This design comes from an exercise in tuning for small area on the open sky130 flow, not from production work.
The RTL was checked by simulation tests, not by an equivalence proof against the original design.
No activity file was given, so power comes from the tool's default toggle rates.

==> inputs of run a <==
==> flow/design.v (excerpt) <==
module mips_core( 
   inst_addr, mem_addr, mem_data_in, mem_write_en, halted,
   clk, inst_excpt, mem_excpt, inst, mem_data_out, rst_b
   );
   parameter text_start  = 32'h00400000;  
   input         clk, inst_excpt, mem_excpt;
   output [29:0] inst_addr;
   output [29:0] mem_addr;
   input  [31:0] inst, mem_data_out;
   output [31:0] mem_data_in;
   output [3:0]  mem_write_en;
   output        halted;
   input         rst_b;
   reg  [31:0] pc;
   reg  [31:0] pc_ID, inst_ID;
   reg         btbHit_ID;
   reg  [1:0]  history_ID;
   reg  [31:0] pc_EX, rs_data_EX, rt_data_EX;
   reg  [15:0] imm_EX;           
   reg         immhi_EX;         
   reg  [4:0]  target_EX;        
   reg  [4:0]  wr_reg_EX;
   reg  [1:0]  fwd_rs_sel_EX, fwd_rt_sel_EX;
   reg         btbHit_EX, pcLinkSel_EX;
   reg  [1:0]  history_EX;
   reg         ctrl_we_EX, hi_en_EX, lo_en_EX, st_EX;
   reg  [1:0]  pcMuxSel_EX;
   reg         ctrl_Sys_EX, jLink_en_EX, alusrc2_EX, load_stall_EX;
   reg  [1:0]  memtoreg_EX, store_sel_EX;
   reg  [3:0]  alu__sel_EX;
   reg  [2:0]  load_sel_EX, brcond_EX;
   reg  [31:0] alu__out_MEM, rt_data_MEM, pcLink_MEM;
   reg  [4:0]  wr_reg_MEM;
   reg         ctrl_we_MEM, ctrl_Sys_MEM, jLink_en_MEM, st_MEM;
   reg  [1:0]  memtoreg_MEM, store_sel_MEM;
   reg  [2:0]  load_sel_MEM;
   reg  [31:0] wr_dataMem, pcLink_WB;
   reg         sys_halt_WB;
   reg  [31:0] hi_out, lo_out;
  ...
Settings: LEC_CHECK=0, CAP_MARGIN=20, CORE_MARGIN=2, CORE_UTILIZATION=45, CTS_CLUSTER_DIAMETER=100, CTS_CLUSTER_SIZE=28, PLACE_DENSITY=0.6, SLEW_MARGIN=20; clock period 15.0 ns.
run.sh (not shown) runs the stock make flow with config.mk's settings and CLKGATE_MAP_FILE= SYNTH_SCRIPT=/design/flow/synth_recipe.tcl, a recipe that flattens the netlist after the stock synthesis.
==> run b: changes against run a <==
--- a/flow/design.v
+++ b/flow/design.v
@@ -9,24 +9,26 @@
 	always @(posedge clk or negedge rst_b)
 		if (!rst_b)
 			valid <= 31'b0;
 		else if (wr)
 			valid[rd_num] <= 1'b1;
 	always @(posedge clk)
 		if (wr)
 			mem[rd_num] <= rd_data;
+	wire rs_byp = rd_we && (rd_num == rs_num) && (rs_num != 0);
+	wire rt_byp = rd_we && (rd_num == rt_num) && (rt_num != 0);
 	reg  [31:0] rs_or, rt_or;
 	integer k;
 	always @(*) begin
-		rs_or = 32'h0;
-		rt_or = 32'h0;
+		rs_or = rs_byp ? rd_data : 32'h0;
+		rt_or = rt_byp ? rd_data : 32'h0;
 		for (k = 1; k < 32; k = k + 1) begin
-			rs_or = rs_or | ({32{valid[k] && (rs_num == k)}} & mem[k]);
-			rt_or = rt_or | ({32{valid[k] && (rt_num == k)}} & mem[k]);
+			rs_or = rs_or | ({32{!rs_byp && valid[k] && (rs_num == k)}} & mem[k]);
+			rt_or = rt_or | ({32{!rt_byp && valid[k] && (rt_num == k)}} & mem[k]);
 		end
 	end
 	assign rs_data = rs_or;
 	assign rt_data = rt_or;
 endmodule
 module btb16(rd_idx, pc_hi, tag_hit, hist, target, wr_idx, wr_tag, wr_hist, wr_target, wr_we, clk, rst_b);
 	input       [3:0]  rd_idx, wr_idx;
 	input       [29:0] pc_hi;       
@@ -434,17 +436,18 @@
    reg  [3:0]  alu__sel_EX;
    reg  [2:0]  load_sel_EX, brcond_EX;
    reg  [31:0] alu__out_MEM, rt_data_MEM, pcLink_MEM;
    reg  [4:0]  wr_reg_MEM;
    reg         ctrl_we_MEM, ctrl_Sys_MEM, jLink_en_MEM, st_MEM;
    reg  [1:0]  memtoreg_MEM, store_sel_MEM;
    reg  [2:0]  load_sel_MEM;
    reg  [31:0] wr_dataMem, pcLink_WB;
-   reg         sys_halt_WB;
+   reg  [4:0]  wr_reg_WB;
+   reg         ctrl_we_WB, jLink_en_WB, sys_halt_WB;
    reg  [31:0] hi_out, lo_out;
    reg         hi_v, lo_v;       
    reg         flush;
    reg         halted;
    wire        internal_halt, exception_halt, syscall_halt;
    wire        IFen, EXen, mispredict;
    wire [31:0] pc_plus4 = pc + 32'd4;
    wire        btbHit;
@@ -489,17 +492,17 @@
                        .brcond(brcond), .store_sel(store_sel), .load_stall(load_stall),
                        .dcd_op(inst_ID[31:26]), .dcd_funct2(inst_ID[5:0]), .dcd_rt(dcd_rt));
    wire [4:0]  rt_regNum = ctrl_Sys ? 5'd2 : dcd_rt;    
    wire [4:0]  wr_regNum = regdst ? dcd_rd : dcd_rt;
    wire [31:0] rs_data, rt_data, wr_data;
    wire [4:0]  wr_reg;
    regfile_forward RegFile(.rs_data(rs_data), .rt_data(rt_data), .rs_num(dcd_rs),
                            .rt_num(rt_regNum), .rd_num(wr_reg), .rd_data(wr_data),
-                           .rd_we(ctrl_we_MEM), .clk(clk), .rst_b(rst_b));
+                           .rd_we(ctrl_we_WB), .clk(clk), .rst_b(rst_b));
    wire [1:0]  fwd_rs_sel, fwd_rt_sel;
    wire        pcLinkSel;
    forwardData fwd(.wr_reg_EX(wr_reg_EX), .wr_reg_MEM(wr_reg_MEM), .dcd_rt(rt_regNum),
                    .dcd_rs(dcd_rs), .ctrl_we_EX(ctrl_we_EX), .ctrl_we_MEM(ctrl_we_MEM),
                    .jLink_en_EX(jLink_en_EX), .jLink_en_MEM(jLink_en_MEM),
                    .pcLinkSel(pcLinkSel), .rsfwd(fwd_rs_sel), .rtfwd(fwd_rt_sel));
    wire load_use = load_stall_EX && (ctrl_we_EX || st_EX) &&
                    ((regdst && (rt_regNum != 5'd0) && (rt_regNum == wr_reg_EX)) ||
@@ -575,17 +578,17 @@
                 .alu__op2(alu_in2), .sh_data(rt_fwd), .sh_const(imm_EX[10:6]),
                 .alu__sel(alu__sel_EX), .brcond(brcond_EX));
    wire [1:0]  pcMuxSelFinal = (pcMuxSel_EX == 2'b01 && !branchTrue) ? 2'b00 : pcMuxSel_EX;
    wire [31:0] pc_EX4 = pc_EX + 32'd4;
    wire [31:0] br_target = pc_EX4 + {imm_full[29:0], 2'b00};
    wire [31:0] j_target = {pc_EX[31:28], target_EX, wr_reg_EX, imm_EX, 2'b00};
    wire [31:0] ctl_target;
    mux4to1 pcMux(ctl_target, pc_EX4, br_target, rs_fwd, j_target, pcMuxSelFinal);
-   assign newpc = ctl_target;
+   assign newpc = (pcMuxSelFinal == 2'b00 && !IFen) ? pc_EX : ctl_target;
    assign mispredict = !flush && (pcMuxSel_EX != 2'b00) && (pc_ID != ctl_target);
    wire        btb_wr_we = (pcMuxSelFinal != 2'b00);
    wire [1:0]  sat_inc = (history_EX == 2'b11) ? 2'b11 : history_EX + 2'b01;
    wire [1:0]  state_new = btbHit_EX ? sat_inc : (mispredict ? 2'b10 : 2'b01);
    btb16 btb(.rd_idx(pc[5:2]), .pc_hi(pc[31:2]), .tag_hit(btbHit), .hist(history),
              .target(btb_target), .wr_idx(pc_EX[5:2]), .wr_tag(pc_EX[31:6]),
              .wr_hist(state_new), .wr_target(ctl_target[31:2]), .wr_we(btb_wr_we),
              .clk(clk), .rst_b(rst_b));
@@ -638,26 +641,31 @@
        2'b00: wb_data = alu__out_MEM;
        2'b01: wb_data = load_data;
        2'b10: wb_data = hi_v ? hi_out : 32'h0;
        default: wb_data = lo_v ? lo_out : 32'h0;
      endcase
    wire sys_halt;
    syscall_unit SU(.syscall_halt(sys_halt), .r_v0(rt_data_MEM), .Sys(ctrl_Sys_MEM));
    always @(posedge clk or negedge rst_b)
-     if (!rst_b)
+     if (!rst_b) begin
+        ctrl_we_WB <= 1'b0;
         sys_halt_WB <= 1'b0;
-     else
+     end else begin
+        ctrl_we_WB <= ctrl_we_MEM;
         sys_halt_WB <= sys_halt;
+     end
    always @(posedge clk) begin
         wr_dataMem <= wb_data;
         pcLink_WB <= pcLink_MEM;
+        wr_reg_WB <= wr_reg_MEM;
+        jLink_en_WB <= jLink_en_MEM;
    end
-   assign wr_data = jLink_en_MEM ? pcLink_MEM : wb_data;
-   assign wr_reg = jLink_en_MEM ? 5'd31 : wr_reg_MEM;
+   assign wr_data = jLink_en_WB ? pcLink_WB : wr_dataMem;
+   assign wr_reg = jLink_en_WB ? 5'd31 : wr_reg_WB;
    exception_unit EU(.exception_halt(exception_halt), .pc(pc), .IBE(inst_excpt));
    assign syscall_halt = sys_halt_WB;
    assign internal_halt = exception_halt | syscall_halt;
    always @(posedge clk or negedge rst_b)
      if (!rst_b)
        halted <= 1'b0;
      else
        halted <= internal_halt;
- CTS_CLUSTER_DIAMETER: 100 -> 200
- CTS_CLUSTER_SIZE: 28 -> 20
==> summary of the runs <==
Die area: run b is larger than run a (about 0.9%).
Against run a, the sequential power of run b is larger by 12%.
Via count: run a is smaller than run b (about 3%).
In run b the clock power is larger than in run a, by about 14%.
Of run a and run b, run a has the higher hold slack (gap 0.014 ns).
Against run a, the fmax of run b is larger by 6.8%.
In run a the flip-flop and latch count is lower than in run b, by 7.
First-iteration DRC count is about the same in run b and run a.
Against run b, the routed wire length of run a is lower by 3.0%.
Against run a, the worst setup slack of run b is higher by 0.69 ns.

==> re-timing with driven ports <==
How much do the figures lean on ideal ports? The routed layouts below were timed once more, with nothing changed but the port constraints. Step 1, drivers: a clkbuf_16 drives clk and a buf_2 each remaining input, both assumed. Step 2 also shifts input and output timing later by t, the mid clock arrival at the registers, as if the neighbouring blocks saw the same clock. a / b / c = ideal ports / drivers / drivers and shift; a / b = the first two.
run	shift t [ns]	setup WS [ns]	hold slack, ns	worst setup path at the end	slew at the worst register clock pin (ns)
run a	0.920	4.165 / 4.165 / 4.165	0.340 / 0.340 / 0.340	register to register	0.12 / 0.12
run b	0.941	4.859 / 4.859 / 4.859	0.326 / 0.326 / 0.326	register to register	0.11 / 0.11
After both steps every run listed still meets setup and hold.
